This is an optimization exercise on Yosys and OpenROAD, whose aim is small area and a short achievable clock period, not a production implementation.
Only the layout flow was run in this run; the RTL was not checked for function there.
No activity file was given, so power comes from the tool's default toggle rates.

==> flow/design.v <==
`timescale 1ns/100ps
module pipelined_divider (input             clock,
                          input             reset,
                          input             input_valid,
                          input       [5:0] input_tag,
                          input      [23:0] divisor,
                          input      [31:0] dividend,
                          output reg        output_valid,
                          output reg  [5:0] output_tag,
                          output reg [31:0] quotient,
                          output reg [31:0] remainder);
    reg        v0;
    reg  [5:0] t0;
    reg [31:0] a0;
    reg [23:0] d0;
    reg        z0;
    wire       in_z = (divisor == 24'd0);
    always @(posedge clock) begin
        v0 <= reset ? 1'b0 : input_valid;
        t0 <= input_tag;
        a0 <= dividend;
        d0 <= {divisor[23:1], divisor[0] | in_z};
        z0 <= in_z;
    end
    wire        n0 = a0[31];
    wire [31:0] x0 = n0 ? -a0 : a0;
    wire [0:0] p1 = x0[31];
    wire [1:0] s1 = {1'b0, p1} - {1'b0, d0[0:0]};
    wire g1 = (d0[23:1] == 23'd0) & ~s1[1];
    wire [0:0] r1_c = g1 ? s1[0:0] : p1;
    reg        v1, n1, z1;
    reg  [5:0] t1;
    reg [23:0] d1;
    reg [30:0] a1;
    reg [31:31] q1;
    reg [0:0] r1;
    always @(posedge clock) begin
        v1 <= reset ? 1'b0 : v0;
        t1 <= t0;
        n1 <= n0;
        z1 <= z0;
        d1 <= d0;
        a1 <= x0[30:0];
        q1 <= {g1};
        r1 <= r1_c;
    end
    wire [1:0] p2 = {r1, a1[30]};
    wire [2:0] s2 = {1'b0, p2} - {1'b0, d1[1:0]};
    wire g2 = (d1[23:2] == 22'd0) & ~s2[2];
    wire [1:0] r2_c = g2 ? s2[1:0] : p2;
    reg        v2, n2, z2;
    reg  [5:0] t2;
    reg [23:0] d2;
    reg [29:0] a2;
    reg [31:30] q2;
    reg [1:0] r2;
    always @(posedge clock) begin
        v2 <= reset ? 1'b0 : v1;
        t2 <= t1;
        n2 <= n1;
        z2 <= z1;
        d2 <= d1;
        a2 <= a1[29:0];
        q2 <= {q1, g2};
        r2 <= r2_c;
    end
    wire [2:0] p3 = {r2, a2[29]};
    wire [3:0] s3 = {1'b0, p3} - {1'b0, d2[2:0]};
    wire g3 = (d2[23:3] == 21'd0) & ~s3[3];
    wire [2:0] r3_c = g3 ? s3[2:0] : p3;
    reg        v3, n3, z3;
    reg  [5:0] t3;
    reg [23:0] d3;
    reg [28:0] a3;
    reg [31:29] q3;
    reg [2:0] r3;
    always @(posedge clock) begin
        v3 <= reset ? 1'b0 : v2;
        t3 <= t2;
        n3 <= n2;
        z3 <= z2;
        d3 <= d2;
        a3 <= a2[28:0];
        q3 <= {q2, g3};
        r3 <= r3_c;
    end
    wire [3:0] p4 = {r3, a3[28]};
    wire [4:0] s4 = {1'b0, p4} - {1'b0, d3[3:0]};
    wire g4 = (d3[23:4] == 20'd0) & ~s4[4];
    wire [3:0] r4_c = g4 ? s4[3:0] : p4;
    reg        v4, n4, z4;
    reg  [5:0] t4;
    reg [23:0] d4;
    reg [27:0] a4;
    reg [31:28] q4;
    reg [3:0] r4;
    always @(posedge clock) begin
        v4 <= reset ? 1'b0 : v3;
        t4 <= t3;
        n4 <= n3;
        z4 <= z3;
        d4 <= d3;
        a4 <= a3[27:0];
        q4 <= {q3, g4};
        r4 <= r4_c;
    end
    wire [4:0] p5 = {r4, a4[27]};
    wire [5:0] s5 = {1'b0, p5} - {1'b0, d4[4:0]};
    wire g5 = (d4[23:5] == 19'd0) & ~s5[5];
    wire [4:0] r5_c = g5 ? s5[4:0] : p5;
    reg        v5, n5, z5;
    reg  [5:0] t5;
    reg [23:0] d5;
    reg [26:0] a5;
    reg [31:27] q5;
    reg [4:0] r5;
    always @(posedge clock) begin
        v5 <= reset ? 1'b0 : v4;
        t5 <= t4;
        n5 <= n4;
        z5 <= z4;
        d5 <= d4;
        a5 <= a4[26:0];
        q5 <= {q4, g5};
        r5 <= r5_c;
    end
    wire [5:0] p6 = {r5, a5[26]};
    wire [6:0] s6 = {1'b0, p6} - {1'b0, d5[5:0]};
    wire g6 = (d5[23:6] == 18'd0) & ~s6[6];
    wire [5:0] r6_c = g6 ? s6[5:0] : p6;
    reg        v6, n6, z6;
    reg  [5:0] t6;
    reg [23:0] d6;
    reg [25:0] a6;
    reg [31:26] q6;
    reg [5:0] r6;
    always @(posedge clock) begin
        v6 <= reset ? 1'b0 : v5;
        t6 <= t5;
        n6 <= n5;
        z6 <= z5;
        d6 <= d5;
        a6 <= a5[25:0];
        q6 <= {q5, g6};
        r6 <= r6_c;
    end
    wire [6:0] p7 = {r6, a6[25]};
    wire [7:0] s7 = {1'b0, p7} - {1'b0, d6[6:0]};
    wire g7 = (d6[23:7] == 17'd0) & ~s7[7];
    wire [6:0] r7_c = g7 ? s7[6:0] : p7;
    reg        v7, n7, z7;
    reg  [5:0] t7;
    reg [23:0] d7;
    reg [24:0] a7;
    reg [31:25] q7;
    reg [6:0] r7;
    always @(posedge clock) begin
        v7 <= reset ? 1'b0 : v6;
        t7 <= t6;
        n7 <= n6;
        z7 <= z6;
        d7 <= d6;
        a7 <= a6[24:0];
        q7 <= {q6, g7};
        r7 <= r7_c;
    end
    wire [7:0] p8 = {r7, a7[24]};
    wire [8:0] s8 = {1'b0, p8} - {1'b0, d7[7:0]};
    wire g8 = (d7[23:8] == 16'd0) & ~s8[8];
    wire [7:0] r8_c = g8 ? s8[7:0] : p8;
    reg        v8, n8, z8;
    reg  [5:0] t8;
    reg [23:0] d8;
    reg [23:0] a8;
    reg [31:24] q8;
    reg [7:0] r8;
    always @(posedge clock) begin
        v8 <= reset ? 1'b0 : v7;
        t8 <= t7;
        n8 <= n7;
        z8 <= z7;
        d8 <= d7;
        a8 <= a7[23:0];
        q8 <= {q7, g8};
        r8 <= r8_c;
    end
    wire [8:0] p9 = {r8, a8[23]};
    wire [9:0] s9 = {1'b0, p9} - {1'b0, d8[8:0]};
    wire g9 = (d8[23:9] == 15'd0) & ~s9[9];
    wire [8:0] r9_c = g9 ? s9[8:0] : p9;
    reg        v9, n9, z9;
    reg  [5:0] t9;
    reg [23:0] d9;
    reg [22:0] a9;
    reg [31:23] q9;
    reg [8:0] r9;
    always @(posedge clock) begin
        v9 <= reset ? 1'b0 : v8;
        t9 <= t8;
        n9 <= n8;
        z9 <= z8;
        d9 <= d8;
        a9 <= a8[22:0];
        q9 <= {q8, g9};
        r9 <= r9_c;
    end
    wire [9:0] p10 = {r9, a9[22]};
    wire [10:0] s10 = {1'b0, p10} - {1'b0, d9[9:0]};
    wire g10 = (d9[23:10] == 14'd0) & ~s10[10];
    wire [9:0] r10_c = g10 ? s10[9:0] : p10;
    reg        v10, n10, z10;
    reg  [5:0] t10;
    reg [23:0] d10;
    reg [21:0] a10;
    reg [31:22] q10;
    reg [9:0] r10;
    always @(posedge clock) begin
        v10 <= reset ? 1'b0 : v9;
        t10 <= t9;
        n10 <= n9;
        z10 <= z9;
        d10 <= d9;
        a10 <= a9[21:0];
        q10 <= {q9, g10};
        r10 <= r10_c;
    end
    wire [10:0] p11 = {r10, a10[21]};
    wire [11:0] s11 = {1'b0, p11} - {1'b0, d10[10:0]};
    wire g11 = (d10[23:11] == 13'd0) & ~s11[11];
    wire [10:0] r11_c = g11 ? s11[10:0] : p11;
    reg        v11, n11, z11;
    reg  [5:0] t11;
    reg [23:0] d11;
    reg [20:0] a11;
    reg [31:21] q11;
    reg [10:0] r11;
    always @(posedge clock) begin
        v11 <= reset ? 1'b0 : v10;
        t11 <= t10;
        n11 <= n10;
        z11 <= z10;
        d11 <= d10;
        a11 <= a10[20:0];
        q11 <= {q10, g11};
        r11 <= r11_c;
    end
    wire [11:0] p12 = {r11, a11[20]};
    wire [12:0] s12 = {1'b0, p12} - {1'b0, d11[11:0]};
    wire g12 = (d11[23:12] == 12'd0) & ~s12[12];
    wire [11:0] r12_c = g12 ? s12[11:0] : p12;
    reg        v12, n12, z12;
    reg  [5:0] t12;
    reg [23:0] d12;
    reg [19:0] a12;
    reg [31:20] q12;
    reg [11:0] r12;
    always @(posedge clock) begin
        v12 <= reset ? 1'b0 : v11;
        t12 <= t11;
        n12 <= n11;
        z12 <= z11;
        d12 <= d11;
        a12 <= a11[19:0];
        q12 <= {q11, g12};
        r12 <= r12_c;
    end
    wire [12:0] p13 = {r12, a12[19]};
    wire [13:0] s13 = {1'b0, p13} - {1'b0, d12[12:0]};
    wire g13 = (d12[23:13] == 11'd0) & ~s13[13];
    wire [12:0] r13_c = g13 ? s13[12:0] : p13;
    reg        v13, n13, z13;
    reg  [5:0] t13;
    reg [23:0] d13;
    reg [18:0] a13;
    reg [31:19] q13;
    reg [12:0] r13;
    always @(posedge clock) begin
        v13 <= reset ? 1'b0 : v12;
        t13 <= t12;
        n13 <= n12;
        z13 <= z12;
        d13 <= d12;
        a13 <= a12[18:0];
        q13 <= {q12, g13};
        r13 <= r13_c;
    end
    wire [13:0] p14 = {r13, a13[18]};
    wire [14:0] s14 = {1'b0, p14} - {1'b0, d13[13:0]};
    wire g14 = (d13[23:14] == 10'd0) & ~s14[14];
    wire [13:0] r14_c = g14 ? s14[13:0] : p14;
    reg        v14, n14, z14;
    reg  [5:0] t14;
    reg [23:0] d14;
    reg [17:0] a14;
    reg [31:18] q14;
    reg [13:0] r14;
    always @(posedge clock) begin
        v14 <= reset ? 1'b0 : v13;
        t14 <= t13;
        n14 <= n13;
        z14 <= z13;
        d14 <= d13;
        a14 <= a13[17:0];
        q14 <= {q13, g14};
        r14 <= r14_c;
    end
    wire [14:0] p15 = {r14, a14[17]};
    wire [15:0] s15 = {1'b0, p15} - {1'b0, d14[14:0]};
    wire g15 = (d14[23:15] == 9'd0) & ~s15[15];
    wire [14:0] r15_c = g15 ? s15[14:0] : p15;
    reg        v15, n15, z15;
    reg  [5:0] t15;
    reg [23:0] d15;
    reg [16:0] a15;
    reg [31:17] q15;
    reg [14:0] r15;
    always @(posedge clock) begin
        v15 <= reset ? 1'b0 : v14;
        t15 <= t14;
        n15 <= n14;
        z15 <= z14;
        d15 <= d14;
        a15 <= a14[16:0];
        q15 <= {q14, g15};
        r15 <= r15_c;
    end
    wire [15:0] p16 = {r15, a15[16]};
    wire [16:0] s16 = {1'b0, p16} - {1'b0, d15[15:0]};
    wire g16 = (d15[23:16] == 8'd0) & ~s16[16];
    wire [15:0] r16_c = g16 ? s16[15:0] : p16;
    reg        v16, n16, z16;
    reg  [5:0] t16;
    reg [23:0] d16;
    reg [15:0] a16;
    reg [31:16] q16;
    reg [15:0] r16;
    always @(posedge clock) begin
        v16 <= reset ? 1'b0 : v15;
        t16 <= t15;
        n16 <= n15;
        z16 <= z15;
        d16 <= d15;
        a16 <= a15[15:0];
        q16 <= {q15, g16};
        r16 <= r16_c;
    end
    wire [16:0] p17 = {r16, a16[15]};
    wire [17:0] s17 = {1'b0, p17} - {1'b0, d16[16:0]};
    wire g17 = (d16[23:17] == 7'd0) & ~s17[17];
    wire [16:0] r17_c = g17 ? s17[16:0] : p17;
    reg        v17, n17, z17;
    reg  [5:0] t17;
    reg [23:0] d17;
    reg [14:0] a17;
    reg [31:15] q17;
    reg [16:0] r17;
    always @(posedge clock) begin
        v17 <= reset ? 1'b0 : v16;
        t17 <= t16;
        n17 <= n16;
        z17 <= z16;
        d17 <= d16;
        a17 <= a16[14:0];
        q17 <= {q16, g17};
        r17 <= r17_c;
    end
    wire [17:0] p18 = {r17, a17[14]};
    wire [18:0] s18 = {1'b0, p18} - {1'b0, d17[17:0]};
    wire g18 = (d17[23:18] == 6'd0) & ~s18[18];
    wire [17:0] r18_c = g18 ? s18[17:0] : p18;
    reg        v18, n18, z18;
    reg  [5:0] t18;
    reg [23:0] d18;
    reg [13:0] a18;
    reg [31:14] q18;
    reg [17:0] r18;
    always @(posedge clock) begin
        v18 <= reset ? 1'b0 : v17;
        t18 <= t17;
        n18 <= n17;
        z18 <= z17;
        d18 <= d17;
        a18 <= a17[13:0];
        q18 <= {q17, g18};
        r18 <= r18_c;
    end
    wire [18:0] p19 = {r18, a18[13]};
    wire [19:0] s19 = {1'b0, p19} - {1'b0, d18[18:0]};
    wire g19 = (d18[23:19] == 5'd0) & ~s19[19];
    wire [18:0] r19_c = g19 ? s19[18:0] : p19;
    reg        v19, n19, z19;
    reg  [5:0] t19;
    reg [23:0] d19;
    reg [12:0] a19;
    reg [31:13] q19;
    reg [18:0] r19;
    always @(posedge clock) begin
        v19 <= reset ? 1'b0 : v18;
        t19 <= t18;
        n19 <= n18;
        z19 <= z18;
        d19 <= d18;
        a19 <= a18[12:0];
        q19 <= {q18, g19};
        r19 <= r19_c;
    end
    wire [19:0] p20 = {r19, a19[12]};
    wire [20:0] s20 = {1'b0, p20} - {1'b0, d19[19:0]};
    wire g20 = (d19[23:20] == 4'd0) & ~s20[20];
    wire [19:0] r20_c = g20 ? s20[19:0] : p20;
    reg        v20, n20, z20;
    reg  [5:0] t20;
    reg [23:0] d20;
    reg [11:0] a20;
    reg [31:12] q20;
    reg [19:0] r20;
    always @(posedge clock) begin
        v20 <= reset ? 1'b0 : v19;
        t20 <= t19;
        n20 <= n19;
        z20 <= z19;
        d20 <= d19;
        a20 <= a19[11:0];
        q20 <= {q19, g20};
        r20 <= r20_c;
    end
    wire [20:0] p21 = {r20, a20[11]};
    wire [21:0] s21 = {1'b0, p21} - {1'b0, d20[20:0]};
    wire g21 = (d20[23:21] == 3'd0) & ~s21[21];
    wire [20:0] r21_c = g21 ? s21[20:0] : p21;
    reg        v21, n21, z21;
    reg  [5:0] t21;
    reg [23:0] d21;
    reg [10:0] a21;
    reg [31:11] q21;
    reg [20:0] r21;
    always @(posedge clock) begin
        v21 <= reset ? 1'b0 : v20;
        t21 <= t20;
        n21 <= n20;
        z21 <= z20;
        d21 <= d20;
        a21 <= a20[10:0];
        q21 <= {q20, g21};
        r21 <= r21_c;
    end
    wire [21:0] p22 = {r21, a21[10]};
    wire [22:0] s22 = {1'b0, p22} - {1'b0, d21[21:0]};
    wire g22 = (d21[23:22] == 2'd0) & ~s22[22];
    wire [21:0] r22_c = g22 ? s22[21:0] : p22;
    reg        v22, n22, z22;
    reg  [5:0] t22;
    reg [23:0] d22;
    reg [9:0] a22;
    reg [31:10] q22;
    reg [21:0] r22;
    always @(posedge clock) begin
        v22 <= reset ? 1'b0 : v21;
        t22 <= t21;
        n22 <= n21;
        z22 <= z21;
        d22 <= d21;
        a22 <= a21[9:0];
        q22 <= {q21, g22};
        r22 <= r22_c;
    end
    wire [22:0] p23 = {r22, a22[9]};
    wire [23:0] s23 = {1'b0, p23} - {1'b0, d22[22:0]};
    wire g23 = (d22[23:23] == 1'd0) & ~s23[23];
    wire [22:0] r23_c = g23 ? s23[22:0] : p23;
    reg        v23, n23, z23;
    reg  [5:0] t23;
    reg [23:0] d23;
    reg [8:0] a23;
    reg [31:9] q23;
    reg [22:0] r23;
    always @(posedge clock) begin
        v23 <= reset ? 1'b0 : v22;
        t23 <= t22;
        n23 <= n22;
        z23 <= z22;
        d23 <= d22;
        a23 <= a22[8:0];
        q23 <= {q22, g23};
        r23 <= r23_c;
    end
    wire [23:0] p24 = {r23, a23[8]};
    wire [24:0] s24 = {1'b0, p24} - {1'b0, d23[23:0]};
    wire g24 = 1'b1 & ~s24[24];
    wire [23:0] r24_c = g24 ? s24[23:0] : p24;
    reg        v24, n24, z24;
    reg  [5:0] t24;
    reg [23:0] d24;
    reg [7:0] a24;
    reg [31:8] q24;
    reg [23:0] r24;
    always @(posedge clock) begin
        v24 <= reset ? 1'b0 : v23;
        t24 <= t23;
        n24 <= n23;
        z24 <= z23;
        d24 <= d23;
        a24 <= a23[7:0];
        q24 <= {q23, g24};
        r24 <= r24_c;
    end
    wire [24:0] p25 = {r24, a24[7]};
    wire [25:0] s25 = {1'b0, p25} - {2'b0, d24};
    wire g25 = ~s25[25];
    wire [23:0] r25_c = g25 ? s25[23:0] : p25[23:0];
    reg        v25, n25, z25;
    reg  [5:0] t25;
    reg [23:0] d25;
    reg [6:0] a25;
    reg [31:7] q25;
    reg [23:0] r25;
    always @(posedge clock) begin
        v25 <= reset ? 1'b0 : v24;
        t25 <= t24;
        n25 <= n24;
        z25 <= z24;
        d25 <= d24;
        a25 <= a24[6:0];
        q25 <= {q24, g25};
        r25 <= r25_c;
    end
    wire [24:0] p26 = {r25, a25[6]};
    wire [25:0] s26 = {1'b0, p26} - {2'b0, d25};
    wire g26 = ~s26[25];
    wire [23:0] r26_c = g26 ? s26[23:0] : p26[23:0];
    reg        v26, n26, z26;
    reg  [5:0] t26;
    reg [23:0] d26;
    reg [5:0] a26;
    reg [31:6] q26;
    reg [23:0] r26;
    always @(posedge clock) begin
        v26 <= reset ? 1'b0 : v25;
        t26 <= t25;
        n26 <= n25;
        z26 <= z25;
        d26 <= d25;
        a26 <= a25[5:0];
        q26 <= {q25, g26};
        r26 <= r26_c;
    end
    wire [24:0] p27 = {r26, a26[5]};
    wire [25:0] s27 = {1'b0, p27} - {2'b0, d26};
    wire g27 = ~s27[25];
    wire [23:0] r27_c = g27 ? s27[23:0] : p27[23:0];
    reg        v27, n27, z27;
    reg  [5:0] t27;
    reg [23:0] d27;
    reg [4:0] a27;
    reg [31:5] q27;
    reg [23:0] r27;
    always @(posedge clock) begin
        v27 <= reset ? 1'b0 : v26;
        t27 <= t26;
        n27 <= n26;
        z27 <= z26;
        d27 <= d26;
        a27 <= a26[4:0];
        q27 <= {q26, g27};
        r27 <= r27_c;
    end
    wire [24:0] p28 = {r27, a27[4]};
    wire [25:0] s28 = {1'b0, p28} - {2'b0, d27};
    wire g28 = ~s28[25];
    wire [23:0] r28_c = g28 ? s28[23:0] : p28[23:0];
    reg        v28, n28, z28;
    reg  [5:0] t28;
    reg [23:0] d28;
    reg [3:0] a28;
    reg [31:4] q28;
    reg [23:0] r28;
    always @(posedge clock) begin
        v28 <= reset ? 1'b0 : v27;
        t28 <= t27;
        n28 <= n27;
        z28 <= z27;
        d28 <= d27;
        a28 <= a27[3:0];
        q28 <= {q27, g28};
        r28 <= r28_c;
    end
    wire [24:0] p29 = {r28, a28[3]};
    wire [25:0] s29 = {1'b0, p29} - {2'b0, d28};
    wire g29 = ~s29[25];
    wire [23:0] r29_c = g29 ? s29[23:0] : p29[23:0];
    reg        v29, n29, z29;
    reg  [5:0] t29;
    reg [23:0] d29;
    reg [2:0] a29;
    reg [31:3] q29;
    reg [23:0] r29;
    always @(posedge clock) begin
        v29 <= reset ? 1'b0 : v28;
        t29 <= t28;
        n29 <= n28;
        z29 <= z28;
        d29 <= d28;
        a29 <= a28[2:0];
        q29 <= {q28, g29};
        r29 <= r29_c;
    end
    wire [24:0] p30 = {r29, a29[2]};
    wire [25:0] s30 = {1'b0, p30} - {2'b0, d29};
    wire g30 = ~s30[25];
    wire [23:0] r30_c = g30 ? s30[23:0] : p30[23:0];
    reg        v30, n30, z30;
    reg  [5:0] t30;
    reg [23:0] d30;
    reg [1:0] a30;
    reg [31:2] q30;
    reg [23:0] r30;
    always @(posedge clock) begin
        v30 <= reset ? 1'b0 : v29;
        t30 <= t29;
        n30 <= n29;
        z30 <= z29;
        d30 <= d29;
        a30 <= a29[1:0];
        q30 <= {q29, g30};
        r30 <= r30_c;
    end
    wire [24:0] p31 = {r30, a30[1]};
    wire [25:0] s31 = {1'b0, p31} - {2'b0, d30};
    wire g31 = ~s31[25];
    wire [23:0] r31_c = g31 ? s31[23:0] : p31[23:0];
    reg        v31, n31, z31;
    reg  [5:0] t31;
    reg [23:0] d31;
    reg [0:0] a31;
    reg [31:1] q31;
    reg [23:0] r31;
    always @(posedge clock) begin
        v31 <= reset ? 1'b0 : v30;
        t31 <= t30;
        n31 <= n30;
        z31 <= z30;
        d31 <= d30;
        a31 <= a30[0:0];
        q31 <= {q30, g31};
        r31 <= r31_c;
    end
    wire [24:0] p32 = {r31, a31[0]};
    wire [25:0] s32 = {1'b0, p32} - {2'b0, d31};
    wire g32 = ~s32[25];
    wire [23:0] r32_c = g32 ? s32[23:0] : p32[23:0];
    wire [31:0] qf = {q31, g32};
    wire [23:0] rf = r32_c;
    reg        v32, n32, z32;
    reg  [5:0] t32;
    reg [31:0] q32;
    reg [23:0] r32;
    always @(posedge clock) begin
        v32 <= reset ? 1'b0 : v31;
        t32 <= t31;
        n32 <= n31;
        z32 <= z31;
        q32 <= qf;
        r32 <= rf;
    end
    wire [31:0] qs = n32 ? -q32 : q32;
    wire [31:0] rs = n32 ? -{8'd0, r32} : {8'd0, r32};
    always @(posedge clock) begin
        output_valid <= reset ? 1'b0 : v32;
        output_tag <= t32;
        quotient <= z32 ? {{31{~n32}}, 1'b1} : qs;
        remainder <= z32 ? qs : rs;
    end
endmodule
==> flow/run.sh <==
#!/bin/bash
# synth_recipe.tcl (not shown) runs the flow's synth.tcl, then flattens the netlist and writes it again
# the make line also repeats each setting of config.mk as NAME=value (left out here)
make -C /OpenROAD-flow-scripts/flow DESIGN_CONFIG=/design/flow/config.mk WORK_HOME=/design/flow/orfs CLKGATE_MAP_FILE= SYNTH_SCRIPT=/design/flow/synth_recipe.tcl finish
==> flow/config.mk <==
export PLATFORM = sky130hd
export DESIGN_NAME = pipelined_divider
export DESIGN_NICKNAME = pipelined_divider
export VERILOG_FILES = /design/flow/design.v
export SDC_FILE = /design/flow/constraint.sdc
export NUM_CORES = 4
export LEC_CHECK = 0
export ABC_CLOCK_PERIOD_IN_PS = 2500
export CAP_MARGIN = 20
export CORE_MARGIN = 2
export CORE_UTILIZATION = 40
export SETUP_SLACK_MARGIN = 4.5
export SLEW_MARGIN = 20
==> flow/constraint.sdc <==
create_clock -name core_clock -period 7.0 [get_ports {clock}]
set_input_delay 1.4000 -clock core_clock [delete_from_list [all_inputs] [get_ports {clock}]]
set_output_delay 1.4000 -clock core_clock [all_outputs]
set_load 0.01 [all_outputs]
==> parameters.txt <==
Parameter                              Value

Run status
  Result of the run ... no timing/DRC/antenna violations

Clocking
  Worst-skew pair later-pin latency ... 0.94 ns
  Clock sink count ... 2,683
  Clock tree root driver cell ... sky130_fd_sc_hd__clkbuf_16
  H-tree levels ... 5
  Hold-fix buffer count after cts ... 0
  CTS tree ... done
  Clock input transition at the sequential cells of the worst setup and hold paths ... 0.06 ns
  TritonCTS Buffers ... 285
  Deepest clock path buffer count ... 4

Setup path
  Largest stage delay, worst path ... 0.33 ns
  Required time worst endpoint ... 7.84 ns
  Top cell by count, worst path ... sky130_fd_sc_hd__buf_6
  Data arrival time at the worst-slack endpoint ... 4.41 ns
  Worst Setup End Kind ... flip-flop
  Critical path type ... reg -> reg
  Crit path max fanout ... 2
  Sort of element at the start of the critical path ... flip-flop
  Standard cell with the maximum stage delay on the critical path ... sky130_fd_sc_hd__dfxtp_2

Floorplan
  Top-Level Pins ... 136
  Width of the chip ... 465 µm
  Die height ... 465 µm
  Placeable Area ... 212,000 µm²
  Number of placement rows ... 169
  Die Footprint ... 216,000 µm²
  Effective utilization at floorplan ... 0.402

Synthesis
  Per-instance average area after synthesis ... 11.5 µm²
  Register bit count reported by yosys ... 2,683
  Top area cells in the synthesized netlist ... sky130_fd_sc_hd__dfxtp_1 (63%), sky130_fd_sc_hd__ha_1 (7.3%), sky130_fd_sc_hd__inv_1 (2.9%)
  Sequential area share after synthesis ... 0.632
  Number of flops mapped to enable cells by yosys ... 0
  Synth Flop Type ... sky130_fd_sc_hd__dfxtp_1
  Unique cell type count in the Yosys netlist ... 80
  Synth warn ... 1
  Yosys top cell area share ... 0.632
  Area of the mapped netlist ... 85,000 µm²
  Most common cell in the netlist ... sky130_fd_sc_hd__dfxtp_1
  Share of synthesized registers carrying an async set or reset ... 0
  Total nets after synthesis ... 7,975
  Most instantiated cells after synthesis ... sky130_fd_sc_hd__dfxtp_1 (2,683), sky130_fd_sc_hd__inv_1 (648), sky130_fd_sc_hd__ha_1 (494), sky130_fd_sc_hd__nand2_1 (392), sky130_fd_sc_hd__nor2_1 (377)
  Synthesized instance count ... 7,385
  Post-synth top area cell ... sky130_fd_sc_hd__dfxtp_1

Drt
  Mean number of vias per cell ... 4.73
  Post-detailed-route count of antenna-violating nets ... 0
  Routed length per instance ... 15.5 µm
  Number of vias in the routed layout ... 53,415
  Pre-antenna DRT Iters ... 5
  Initial drt markers ... 2,333
  Routed WL ... 175 mm
  DRC violation count after routing ... 0

GRT
  Pin count of the biggest net entering global routing ... 95
  Met2 GRT Util ... 0.294
  Total global routing overflow ... 0
  Met1 track utilization from global routing ... 0.169
  Met3 usage ... 0.0304
  Global routing's busiest layer ... met2
  Aggregate global-route resource usage ... 0.156
  Antenna violations before repair ... 5
  Wire length of the first global-routing pass ... 275 mm
  Number of global-route vias before repair ... 55,298

Timing
  Count of final hold-check violations ... 0
  Setup-violating endpoint count in the final report ... 0
  Number of max-slew violations in the final report ... 0
  Max-Slew Margin vs Limit ... 0.273
  Post-route setup TNS ... 0 ns
  Upper clock frequency limit ... 0.280 GHz
  Period minus WS final ... 3.57 ns
  Transition time at the pin with the least slew margin ... 1.09 ns
  Post-route clock period utilization ... 0.510
  Setup repair after global routing missed its margin ... yes
  Worst Skew ... 0.0970 ns

Power
  Peak VDD IR ... 305 µV
  Leakage ... 48.9 nW
  Pwr/cell area ... 428 nW/µm²

Final layout
  Layout cell share with drive strength beyond 1 ... 0.288
  Number of nets in the finished design ... 8,856
  Final core utilization ... 0.532
  Area added between synthesis and finish ... 32.3%

Place
  Final weighted congestion in routability-driven placement ... 0.852
  Port Buffer Count ... 135
  Final HPWL DP ... 106 mm

Flow run
  Number of violations of the max-capacitance limit ... 0

Worst hold path
  Hold Path Class ... reg -> reg
[worst max-delay path: cells and delay by family (launching register included)]
kind     cells  cell delay, ns
buf+inv     30            3.02
flops        1            0.33
mux          1            0.11
[what timing repair did]
action | CTS | global route
cloned | 83 | 2
setup endpoints to repair | 603 | 602
buffers inserted | 340 | 119
gates resized for setup | 1440 | 568
pin swaps | 435 | 352
[layout by cell type, fill, tap and decap left out, types with 153 or more instances in the layout]
master,count
sky130_fd_sc_hd__dfxtp_1,2525
sky130_fd_sc_hd__inv_1,584
sky130_fd_sc_hd__ha_1,388
sky130_fd_sc_hd__nor2_1,313
sky130_fd_sc_hd__buf_4,302
sky130_fd_sc_hd__clkbuf_16,296
sky130_fd_sc_hd__xnor2_1,257
sky130_fd_sc_hd__nand2_1,242
sky130_fd_sc_hd__a21oi_1,220
sky130_fd_sc_hd__xor2_1,168
sky130_fd_sc_hd__buf_6,161
sky130_fd_sc_hd__a21o_1,153
[layout make-up]
type / count / area, µm²
well taps: 2821 / 3530
inverters: 648 / 2460
multi-input cells: 3960 / 35200
flip-flops and latches: 2683 / 53900
clock inverters: 89 / 1140
diodes: 3 / 7.51
clock buffers: 397 / 8280
repair buffers: 688 / 7910
fillers: 17417 / 99100
[layer usage]
layer,wire length (µm),up-vias
li1,-,26772
met3,7190,413
met2,92100,930
met4,5920,0
met5,0,-
met1,69600,25300
[sequential cells by signal, indices dropped and copies added, names as in the netlist, 30 cells and up]
signal     cells
a0            32
q32           32
quotient      32
remainder     32
a1            31
q31           31
a2            30
q30           30
[logic make-up after synthesis]
logic type | after synthesis | share of synthesized area
muxes | 246 | 0.0322
adders and majority gates | 525 | 0.0800
buffers and inverters | 755 | 0.0334
and+or+nand+nor | 1403 | 0.0794
xor gates and xnor gates | 435 | 0.0448
AOI/OAI and AO/OA | 1338 | 0.0985
DFF | 2683 | 0.632
[power by group]
| part | internal [mW] | leakage (nW) | switching (mW) |
|---|---|---|---|
| Combinational | 7.76 | 21.9 | 7.15 |
| Clock | 9.13 | 4.63 | 5.78 |
| Sequential | 17.1 | 22.4 | 1.20 |
| Total | 34.0 | 48.9 | 14.1 |
[metrics by stage]
stage | total power, mW | std cells | hold WS (ns) | instance area [µm²] | setup WS (ns)
floorplan | 25.8 | 7385 | 0.310 | 86800 | 3.72
global placement | 27.6 | 10253 | 0.310 | 91100 | 3.39
detailed placement | 27.8 | 10253 | 0.312 | 91100 | 3.40
CTS | 47.0 | 11162 | 0.280 | 109000 | 3.57
global route | 50.6 | 11286 | 0.289 | 113000 | 3.38
finish | 48.2 | 11289 | 0.283 | 113000 | 3.43
[worst paths after layout]
| check | from | to | slack [ns] | cells past startpoint |
|---|---|---|---|---|
| worst max-delay path | a21[10] | r22[0] | 3.43 | 31 |
| worst min-delay path | a2[0] | a3[0] | 0.28 | 0 |
| worst max register to register | a21[10] | r22[0] | 3.43 | 31 |
| worst min register to register | a2[0] | a3[0] | 0.28 | 0 |

-- static timing again, ports no longer ideal --
No port has a modelled driver above. Below, the same layout with a new extraction and two added sets of constraints. Step 1 (the two cells are an assumption about what drives the block):
set clk [get_ports {clock}]
set_driving_cell -lib_cell sky130_fd_sc_hd__clkbuf_16 $clk
set_driving_cell -lib_cell sky130_fd_sc_hd__buf_2 [delete_from_list [all_inputs] $clk]
Step 2, shift: input delay + t, output delay - t, t = (earliest + latest rising clock arrival at the registers) / 2. This alone moves slack from input paths to output paths. Slacks: ideal / step 1 / step 2; pairs: ideal / step 1.
shift t [ns]: 0.973
slack for setup (ns): 3.429 / 3.429 / 3.429
hold WS [ns]: 0.283 / 0.283 / 0.283
worst setup path after step 2: register to register
After both steps this run still meets setup and hold. The setup slack of this run moves by 0.000 ns with the drivers and by 0.000 ns with both steps.
